From an optimization exercise on the open Yosys and OpenROAD flow, aimed at small area, a short achievable clock period and few clock cycles per item; shortcuts taken in it are not production practice.
Function was not checked in any run shown here: the RTL went through the layout flow alone.

## flow/design.v (module list and top-level ports; edited modules follow where they fit)
// module mul_tree: 1213 lines
// module fa: 4 lines
// module bpp: 3 lines
// module ha: 4 lines
// module proc: 225 lines
module proc(
    i_clk    ,
    i_rstn   ,
    i_en     ,
    i_grant_rd  ,
    i_grant_wr  ,
    i_valid  ,
    i_instr ,
    i_data ,
    o_addr  ,
    o_finish ,
    o_req_rd,
    o_req_wr,
    o_ack    ,
    o_data   ,
    o_wr_size ,
    o_busy
);
  // ...
==> flow/run.sh <==
#!/bin/bash
# synth_recipe.tcl (not shown) runs the flow's synth.tcl, then flattens the netlist and writes it again
# the make line also repeats each setting of config.mk as NAME=value (left out here)
make -C /OpenROAD-flow-scripts/flow DESIGN_CONFIG=/design/flow/config.mk WORK_HOME=/design/flow/orfs CLKGATE_MAP_FILE= SYNTH_SCRIPT=/design/flow/synth_recipe.tcl finish
==> flow/config.mk <==
export PLATFORM = sky130hd
export DESIGN_NAME = proc
export DESIGN_NICKNAME = proc
export VERILOG_FILES = /design/flow/design.v
export SDC_FILE = /design/flow/constraint.sdc
export NUM_CORES = 4
export LEC_CHECK = 0
export ABC_CLOCK_PERIOD_IN_PS = 3500
export CAP_MARGIN = 20
export CORE_MARGIN = 2
export CORE_UTILIZATION = 55
export SLEW_MARGIN = 20
export SYNTH_HIERARCHICAL = 1
==> flow/constraint.sdc <==
create_clock -name core_clock -period 11.0 [get_ports {i_clk}]
set_input_delay 2.2000 -clock core_clock [delete_from_list [all_inputs] [get_ports {i_clk}]]
set_output_delay 2.2000 -clock core_clock [all_outputs]
set_load 0.01 [all_outputs]
==> results.json, run 1 <==
{
  "num_vias": 36520,
  "max_clock_freq_ghz": 0.1514,
  "worst_slew_pin_slew_ns": 1.269,
  "antenna_left": 0,
  "rrSetupSlack_ns": 5.64,
  "grt_max_degree": 126,
  "multi_input_comb_cells": 3384,
  "taps": 1080,
  "ctsHtreeMaxLevel": 3,
  "buffer_area_share_pct": 7.180,
  "start_util_pct": 55.56,
  "slew_viol_final": 0,
  "globalplace.congestion": 0.9943,
  "crit_path_max_fanout": 6,
  "fp.dieW_um": 294.5,
  "slowest_delay_ns": 0.61,
  "synth_common_cells": "478 x xnor2_1, 411 x edfxtp_1, 317 x nand2_1, 308 x o21ai_0, 293 x nor2_1",
  "m1WireLength_mm": 68.20,
  "wl_met2_mm": 65.96,
  "slew-limit-headroom_pct": 12.98,
  "clkCellAreaFrac_pct": 4.862,
  "drc": 0,
  "grtUsageMet3_pct": 7.631,
  "grt_use_total_pct": 35.42,
  "critPathSlowestCell": "or4_4",
  "first_iter_violations": 3753,
  "largest_registers": "areg x128, breg x128, rreg x128",
  "end_kind": "register",
  "drtPass1Iterations": 5,
  "synth_edf_count": 411,
  "place_area_sq_mm": 0.05051,
  "path_clk_slew_ns": 0.06,
  "buffers": 400,
  "crit_cells": 16,
  "core-area_sq_mm": 0.08356,
  "status": "timing/DRC/antenna clean",
  "gr-max-usage-layer": "met1"
}
==> inputs of run 2 (changes only) <==
--- a/flow/config.mk
+++ b/flow/config.mk
@@ -10,4 +10,5 @@
 export CORE_MARGIN = 2
 export CORE_UTILIZATION = 55
+export SETUP_SLACK_MARGIN = 5
 export SLEW_MARGIN = 20
 export SYNTH_HIERARCHICAL = 1
==> results.json, run 2 <==
{
  "min_delay_path_depth": 0,
  "fin_util_pct": 64.35,
  "slowest_delay_ns": 0.55,
  "critPathSlowestCell": "a2111oi_0",
  "num_vias": 36910,
  "layout_common_cells": "477 x xnor2_1, 411 x edfxtp_1, 311 x nand2_1, 298 x o21ai_0, 298 x clkdlybuf4s50_1",
  "rrSetupSlack_ns": 5.55,
  "max_clock_freq_ghz": 0.1676,
  "crit_family": "compound AO/OA/AOI/OAI gates",
  "hold_viol": 0,
  "fin_setup_tns_ns": 0,
  "fillerInstances": 6792,
  "largest_registers": "areg x128, breg x128, rreg x128",
  "rsz0062_at_grt": "true",
  "yosysTopAreaCell": "edfxtp_1",
  "hold_start": "s0_lane[0]$_DFFE_PN0P_",
  "wl_mm": 155.4,
  "crit_path_max_fanout": 5,
  "synth_most_common_cell": "xnor2_1",
  "antenna_found_initial": 28,
  "ys_warn_count": 7,
  "ios": 320,
  "timing.rr.start": "s1_r0[0]$_DFF_P_",
  "worstSetupPathType": "input port to register",
  "async_reset_ff_share_pct": 3.660,
  "drive_gt1_share_pct": 13.50,
  "wire_per_inst_um": 26.73,
  "synth_ff_type": "edfxtp_1",
  "synth_edf_count": 411,
  "synth.avg_cell_area_sq_um": 10.66,
  "cts_root_buf": "clkbuf_16",
  "synth_common_cells": "478 x xnor2_1, 411 x edfxtp_1, 317 x nand2_1, 308 x o21ai_0, 293 x nor2_1",
  "ctsLongestPathBuffers": 3,
  "grt_pass1_vias": 34560,
  "multi_input_area_sq_mm": 0.02748,
  "path_cells": "clkdlybuf4s50_1 > inv_1 > ha_1 > nand2b_1 > nor3_2 > nand2b_1 > buf_4 > buf_4 > nor2_1 > nor2_1 > xnor2_1 > ha_1 > a21o_1 > a2111oi_0 > a31oi_1 > a21oi_2 > o41ai_2 > o31ai_1 > xnor2_1 > o21ai_0",
  "netlist_area_sq_mm": 0.04642,
  "min_period_ns": 5.965,
  "area_growth_pct": 15.82,
  "slew-limit-headroom_pct": 21.35,
  "die_y_um": 294.5,
  "viasPerCell": 6.349,
  "first_iter_violations": 4136,
  "portBuffers": 319,
  "maxCapViolCount": 0,
  "synth_top_cell_area_share_pct": 26.59,
  "drtPass1Iterations": 5,
  "core-area_sq_mm": 0.08356,
  "grt_pass1_wl_mm": 226.4,
  "status": "timing/DRC/antenna clean",
  "insertion_delay_ns": 0.65,
  "synthCells": 4356,
  "grt.overflow.total": 0,
  "antenna_left": 0,
  "netlist_top_cells_area": "edfxtp_1 27%, dfxtp_1 11%, xnor2_1 9.0%",
  "die-area_sq_mm": 0.08675,
  "dpl.hpwl_mm": 114.5,
  "synthDistinctLibCells": 88,
  "globalplace.congestion": 0.9939,
  "setup_viol": 0,
  "reg2reg_depth": 15,
  "grt_max_degree": 126,
  "grt_use_total_pct": 35.32,
  "clock-skew-final_ns": 0.03998,
  "start_util_pct": 55.56,
  "ys_ff_latch": 683,
  "cts_buffers": 78,
  "mostFrequentLayoutCell": "xnor2_1",
  "ctsHtreeMaxLevel": 3,
  "end_kind": "register",
  "slew_viol_final": 0,
  "yosysSeqAreaShare_pct": 38.59,
  "fp.dieW_um": 294.5,
  "drc": 0,
  "path_clk_slew_ns": 0.05,
  "cts_tree": "built",
  "min_to": "s1_lane[0]$_DFF_PN0_",
  "arrival_ns": 6.30,
  "path_buf_inv": 4,
  "hold_class": "register to register",
  "register_area_sq_mm": 0.01793,
  "worst_slew_pin_slew_ns": 1.147,
  "start_kind": "input port",
  "clock_sinks": 683,
  "floorplan.rows": 106,
  "nNetsFinal": 5210,
  "rr_endpoint": "rreg[127]$_DFFE_PP_",
  "required_ns": 11.34,
  "period_share_pct": 54.23
}
## run 2: cell counts after synthesis
Identical to the previous run, type by type.
## run 2: timing repair
action / in CTS / in global routing
setup endpoints to repair: 33 / 39
hold buffers: 0 / 0
gates resized for setup: 52 / 72
setup buffers: 15 / 9
pin swaps: 19 / 26
## run 2: modules after synthesis, one instance, submodules excluded
module / flops+latches / area, sq um / cells inside
bpp: 0 / 21.27 / 2
fa: 0 / 20.02 / 1
ha: 0 / 12.51 / 1
mul_tree: 0 / 978.4 / 122
proc: 683 / 35940 / 3494
## run 2: layout make-up
cell class	count	area share, %
clock inverters	40	0.8122
multi-input cells	3384	51.11
well taps	1080	2.513
diodes	16	0.07447
flip-flops and latches	683	33.36
repair buffers	422	7.451
clock buffers	105	4.103
inverters	83	0.5794
## run 2: how the worst max path moves through the flow
stage,cells after the start,end,startpoint
floorplan,18,rreg[62]$_DFFE_PP_,i_data[38]
global placement,19,rreg[62]$_DFFE_PP_,i_data[37]
detailed placement,16,rreg[63]$_DFFE_PP_,i_data[37]
CTS,19,rreg[62]$_DFFE_PP_,i_data[36]
global route,20,rreg[121]$_DFFE_PP_,i_data[96]
finish,20,rreg[127]$_DFFE_PP_,i_data[96]
## run 2: cell families after synthesis
family	synth area share [%]
AOI/OAI and AO/OA	20.60
xor gates and xnor gates	10.81
adders and majority gates	14.04
buffers and inverters	3.302
DFF	38.59
muxes	2.065
other	0.008078
and+or+nand+nor	10.60
## run 2: worst register-to-register path, cell delays in order (launching register included)
cell and delay (ns):
dfxtp_1 0.31, inv_1 0.05, fa_1 0.42, inv_1 0.08, ha_1 0.19, inv_1 0.07, fa_1 0.43, nor2b_1 0.20
o31a_1 0.21, o2111ai_1 0.25, a2111oi_0 0.97, o311ai_1 0.52, o21ai_0 0.65, xnor2_1 0.27, nand2_1 0.37, o21ai_0 0.15
## run 2: per-layer routing
layer / routed length (um) / global-route usage (%) / vias to the layer above
met3: 15820 / 6.802 / 327
met1: 68730 / 53.01 / 18070
met5: 176 / 0 / -
met4: 5561 / 12.85 / 26
li1: - / - / 16520
met2: 65100 / 50.43 / 1967
## run 2: metrics by stage
step	setup slack, ns	std cells	hold WS (ns)	cell area, sq um
final	5.035	5813	0.3748	53770
after global routing	4.798	5807	0.3927	53750
after CTS	5.016	5788	0.3757	53390
after detailed placement	3.813	5628	0.3639	50500
after global placement	3.925	5628	0.3640	50500
after floorplan	4.956	4375	0.3530	46510

[what the ideal ports hide]
Ports are ideal in the flow. The routed layouts listed here were re-timed in OpenROAD. Step 1 sets driving cells, clkbuf_16 on the clock port and buf_2 on the other inputs (assumed; they add their load-dependent delay and slew). Step 2, shift: input delay + t, output delay - t, t = (earliest + latest rising clock arrival at the registers) / 2. This alone moves slack from input paths to output paths. Three values: ideal, step 1, step 2; two values: the first two.
run	shift t [ns]	setup slack, ns	latest minus earliest clock arrival (ns)	slew at the worst register clock pin (ns)	worst slew at a driven data input, ns
run 1	0.713	4.397 / 4.443 / 3.730	0.026 / 0.026	0.06 / 0.06	0.14
run 2	0.704	5.035 / 5.081 / 4.377	0.043 / 0.043	0.07 / 0.07	0.14
After both steps every run listed still meets setup and hold. The setup slack of run 1, which loses most, moves by +0.046 ns with the drivers and by -0.667 ns with both steps.
